Background: an optimization exercise with open tools, aiming at small area. Do not read the settings as production practice. The RTL was checked by simulation tests, not by an equivalence proof against the original design.

==> module mch_codec, before the edit <==
module mch_codec
(
    input   btnl,  
    input   clk,   
    input   btnr,  
    input   btnd,  
    input   [15:0] sw,
    input   rxsd,
    output  reg txsd,
    output  [6:0] seg,
    output  dp,
    output  [3:0] an,
    output  reg [15:0] led
);
assign seg = 7'b1111111;
assign dp  = 1'b0;
reg [4:0] q25p;
reg [1:0] q4p;
localparam [4:0] L0 = 5'd0, L1 = 5'd1, L21 = 5'd22, L22 = 5'd13, L23 = 5'd26, L24 = 5'd20;
wire p99 = (q4p == 2'd3) & (q25p == L24);
wire stb = (q4p == 2'd3) & (q25p == L22);
always @(posedge clk or posedge btnl)
    if (btnl)
        begin q25p <= L21;  q4p <= 2'd3; end
    else if (q25p == L24)
        begin q25p <= L0;  q4p <= q4p + 2'd1; end
    else
        q25p <= {q25p[3:0], ~(q25p[4] ^ q25p[2])};
wire start, lsel_tg;
debounce u_debounce0 (.btnl(btnl), .clk(clk), .stb(stb), .ph2(p99), .btn(btnr), .fire(start));
debounce u_debounce1 (.btnl(btnl), .clk(clk), .stb(stb), .ph2(p99), .btn(btnd), .fire(lsel_tg));
reg lsel;
assign an = {lsel, ~lsel, ~lsel, lsel};
always @(posedge clk or posedge btnl)
    if (btnl)
        lsel <= 1'b0;
    else if (lsel_tg)
        lsel <= ~lsel;
reg [6:0] q80;       
always @(posedge clk or posedge btnl)
    if (btnl)
        q80 <= 127;
    else if (start)
        q80 <= 0;
    else if (p99)
        q80 <= (q80 < 80) ? q80 + 1'b1 : 7'd127;
reg [3:0] nib;
reg       sbit;
wire      lt   = (nib < 10);
wire [3:0] low = lt ? nib : nib + 4'd7;
wire      cap  = (q4p == 3) & (q25p == L23) & (q80[2:0] == 3'd2) &
                 (q80[6:3] >= 4'd3) & (q80[6:3] <= 4'd7);
always @(posedge clk)
    if (cap)
        begin
            sbit <= low[0];
            case (q80[5:3])
            3'd3: nib <= sw[15:12];
            3'd4: nib <= sw[11:8];
            3'd5: nib <= sw[7:4];
            3'd6: nib <= sw[3:0];
            default: ;
            endcase
        end
wire [2:0] j = {~q80[2], q80[1:0]};      
reg        cbit;
always @*
    case (j)
    3'd0: cbit = 1'b0;
    3'd1: cbit = ~lt;
    3'd2: cbit = lt;
    3'd3: cbit = lt;
    3'd4: cbit = low[3];
    3'd5: cbit = low[2];
    3'd6: cbit = low[1];
    default: cbit = sbit;
    endcase
reg bbit;
always @*
    if (q80 < 20)       bbit = ~q80[1];           
    else if (q80 < 28)  bbit = (j == 3'd5);       
    else if (q80 < 60)  bbit = cbit;              
    else                bbit = ~q80[1];           
wire sdo = bbit ^ ~q4p[1];
always @(posedge clk or posedge btnl)
    if (btnl)
        txsd <= 1;
    else if ((q25p == L1) & q4p[0])
        begin
            if (q80 < 12)       txsd <= q80[1];
            else if (q80 < 68)  txsd <= sdo;
            else if (q80 < 80)  txsd <= ~q80[1];
            else                txsd <= 1'b1;
        end
reg       rd0, rd1, rxing;
reg       chi;
reg [4:0] clo;
reg       pl0, pl1;
reg [7:0] acnt;
reg       fail;        
wire rR = pl0 & ~pl1;
wire rF = pl1 & ~pl0;
always @(posedge clk or posedge btnl)
    if (btnl)
        begin rd0 <= 1;  rd1 <= 1; end
    else
        begin rd0 <= rxsd;  rd1 <= rd0; end
always @(posedge clk or posedge btnl)
    if (btnl)
        begin rxing <= 0;  chi <= 1; end
    else if (~rxing & rd1 & ~rd0)
        begin rxing <= 1;  chi <= 0; end
    else if (rxing)
        begin
            if (rd0 ^ rd1)
                chi <= 0;
            else if (clo == L24)
                chi <= ~chi;
            if (acnt == 170)    rxing <= 0;
        end
    else
        chi <= 1;
always @(posedge clk)
    if (~rxing | (rd0 ^ rd1) | (clo == L24))
        clo <= L0;
    else
        clo <= {clo[3:0], ~(clo[4] ^ clo[2])};
always @(posedge clk)
    begin pl0 <= chi;  pl1 <= pl0; end
always @(posedge clk)
    if (~rxing)
        acnt <= 0;
    else if (rR & (acnt < 170))
        acnt <= acnt + 1'b1;
always @(posedge clk)
    if (~rxing)
        fail <= 0;
    else if (rR & (acnt < 24) & (rd0 != acnt[2]))
        fail <= 1;
reg [7:0] tpd;
reg       flag;
reg [3:0] d0, d1, d2, d3;
reg [3:0] v;
reg       x0, x1, cm;
reg [3:0] nb0, nb1, nb2, nb3;
wire       dig   = (tpd[7:4] == 4'h3) & (tpd[3:0] < 10);
wire       alp   = (tpd[7:4] == 4'h4) & (tpd[3:0] > 0) & (tpd[3:0] < 7);
wire       rvld  = dig | alp;
wire [3:0] rdec  = dig ? tpd[3:0] : tpd[3:0] + 4'd9;
always @(posedge clk)
    if (rR)
        begin
            if (~acnt[0])
                tpd <= {tpd[6:0], ~rd0};
            if (acnt == 8'd39)  flag <= (tpd != 8'hcc);
            if (acnt == 8'd71)  begin d0 <= rdec;  v[0] <= rvld; end
            if (acnt == 8'd87)  begin d1 <= rdec;  v[1] <= rvld; end
            if (acnt == 8'd103) begin d2 <= rdec;  v[2] <= rvld; end
            if (acnt == 8'd119) begin d3 <= rdec;  v[3] <= rvld; end
        end
always @(posedge clk or posedge btnl)
    if (btnl)
        begin x0 <= 1;  x1 <= 1;  cm <= 0; end
    else
        begin
            x0 <= pl1;  x1 <= x0;
            cm <= x1 & ~x0 & (acnt == 8'd142) & ~fail & ~flag;
        end
always @(posedge clk or posedge btnl)
    if (btnl)
        begin nb0 <= 0;  nb1 <= 0;  nb2 <= 0;  nb3 <= 0; end
    else if (cm)
        begin
            if (v[0]) nb0 <= d0;
            if (v[1]) nb1 <= d1;
            if (v[2]) nb2 <= d2;
            if (v[3]) nb3 <= d3;
        end
always @(posedge clk or posedge btnl)
    if (btnl)
        led <= 0;
    else if (lsel == 0)
        led <= sw;
    else
        led <= {nb0, nb1, nb2, nb3};
endmodule
Settings: LEC_CHECK=0, CAP_MARGIN=20, CORE_MARGIN=2, CORE_UTILIZATION=40, CTS_BUF_LIST=sky130_fd_sc_hd__clkbuf_8, SLEW_MARGIN=20; clock period 10.0 ns.
standard.sh (not shown) runs the stock make flow with config.mk's settings and CLKGATE_MAP_FILE= SYNTH_SCRIPT=/design/flow/synth_recipe.tcl, a recipe that flattens the netlist after the stock synthesis.
==> flow/flow/run.sh <==
#!/bin/bash
# Standard ORFS layout with two changes: ports are buffered with the
# smallest buffer, and CTS inserts no dummy loads.
set -euo pipefail
export BUFFER_PORTS_ARGS="-buffer_cell sky130_fd_sc_hd__buf_1"
export CTS_ARGS="-sink_clustering_enable -repair_clock_nets -buf_list sky130_fd_sc_hd__clkbuf_8 -dont_use_dummy_load"
bash standard.sh > standard_flow.log 2>&1
Rerun with:
--- a/flow/design.v
+++ b/flow/design.v
@@ -137,35 +137,39 @@
     else
         begin rd0 <= rxsd;  rd1 <= rd0; end
 always @(posedge clk or posedge btnl)
     if (btnl)
-        begin rxing <= 0;  chi <= 1; end
+        begin rxing <= 0;  chi <= 1;  clo <= L0; end
     else if (~rxing & rd1 & ~rd0)
-        begin rxing <= 1;  chi <= 0; end
+        begin rxing <= 1;  chi <= 0;  clo <= L0; end
     else if (rxing)
         begin
             if (rd0 ^ rd1)
-                chi <= 0;
-            else if (clo == L24)
-                chi <= ~chi;
+                begin chi <= 0;  clo <= L0; end
+            else if (clo != L24)
+                clo <= {clo[3:0], ~(clo[4] ^ clo[2])};
+            else
+                begin chi <= ~chi;  clo <= L0; end
             if (acnt == 170)    rxing <= 0;
         end
     else
-        chi <= 1;
-always @(posedge clk)
-    if (~rxing | (rd0 ^ rd1) | (clo == L24))
-        clo <= L0;
-    else
-        clo <= {clo[3:0], ~(clo[4] ^ clo[2])};
-always @(posedge clk)
-    begin pl0 <= chi;  pl1 <= pl0; end
-always @(posedge clk)
-    if (~rxing)
+        begin chi <= 1;  clo <= L0; end
+always @(posedge clk or posedge btnl)
+    if (btnl)
+        begin pl0 <= 1;  pl1 <= 1; end
+    else
+        begin pl0 <= chi;  pl1 <= pl0; end
+always @(posedge clk or posedge btnl)
+    if (btnl)
+        acnt <= 0;
+    else if (~rxing)
         acnt <= 0;
     else if (rR & (acnt < 170))
         acnt <= acnt + 1'b1;
-always @(posedge clk)
-    if (~rxing)
+always @(posedge clk or posedge btnl)
+    if (btnl)
+        fail <= 0;
+    else if (~rxing)
         fail <= 0;
     else if (rR & (acnt < 24) & (rd0 != acnt[2]))
         fail <= 1;
 reg [7:0] tpd;
Outcome:
- The new run completed without violations
- clock-buffer cell count stays the same
- critical path depth increases by 1
- die area increases by about 1.2%
- clock skew increases by 8.2 ps
- non-clock buffer count increases by 1
- cell area increases by about 1.4%
- setup slack improved by 370 ps
- area after synthesis increases by 1.2%

## what the ideal ports hide
Ports are ideal in the flow. The routed layouts listed here were re-timed in OpenROAD.
Step 1: set_driving_cell puts a clkbuf_16 on clk and a buf_2 on each other input, an assumption about the parent block.
Step 2 also shifts input and output timing later by t, the mid clock arrival at the registers, as if the neighbouring blocks saw the same clock.
Three values: no drivers, after step 1, after step 2; two values: the first two.
run	t, ns	slack for setup (ns)	worst setup path after step 2
the first run	0.459	6.266 / 6.231 / 6.690	register to output
the second run	0.446	6.639 / 6.604 / 6.836	input, reset recovery
After both steps setup and hold are still met in every run listed. Setup slack includes reset recovery checks.
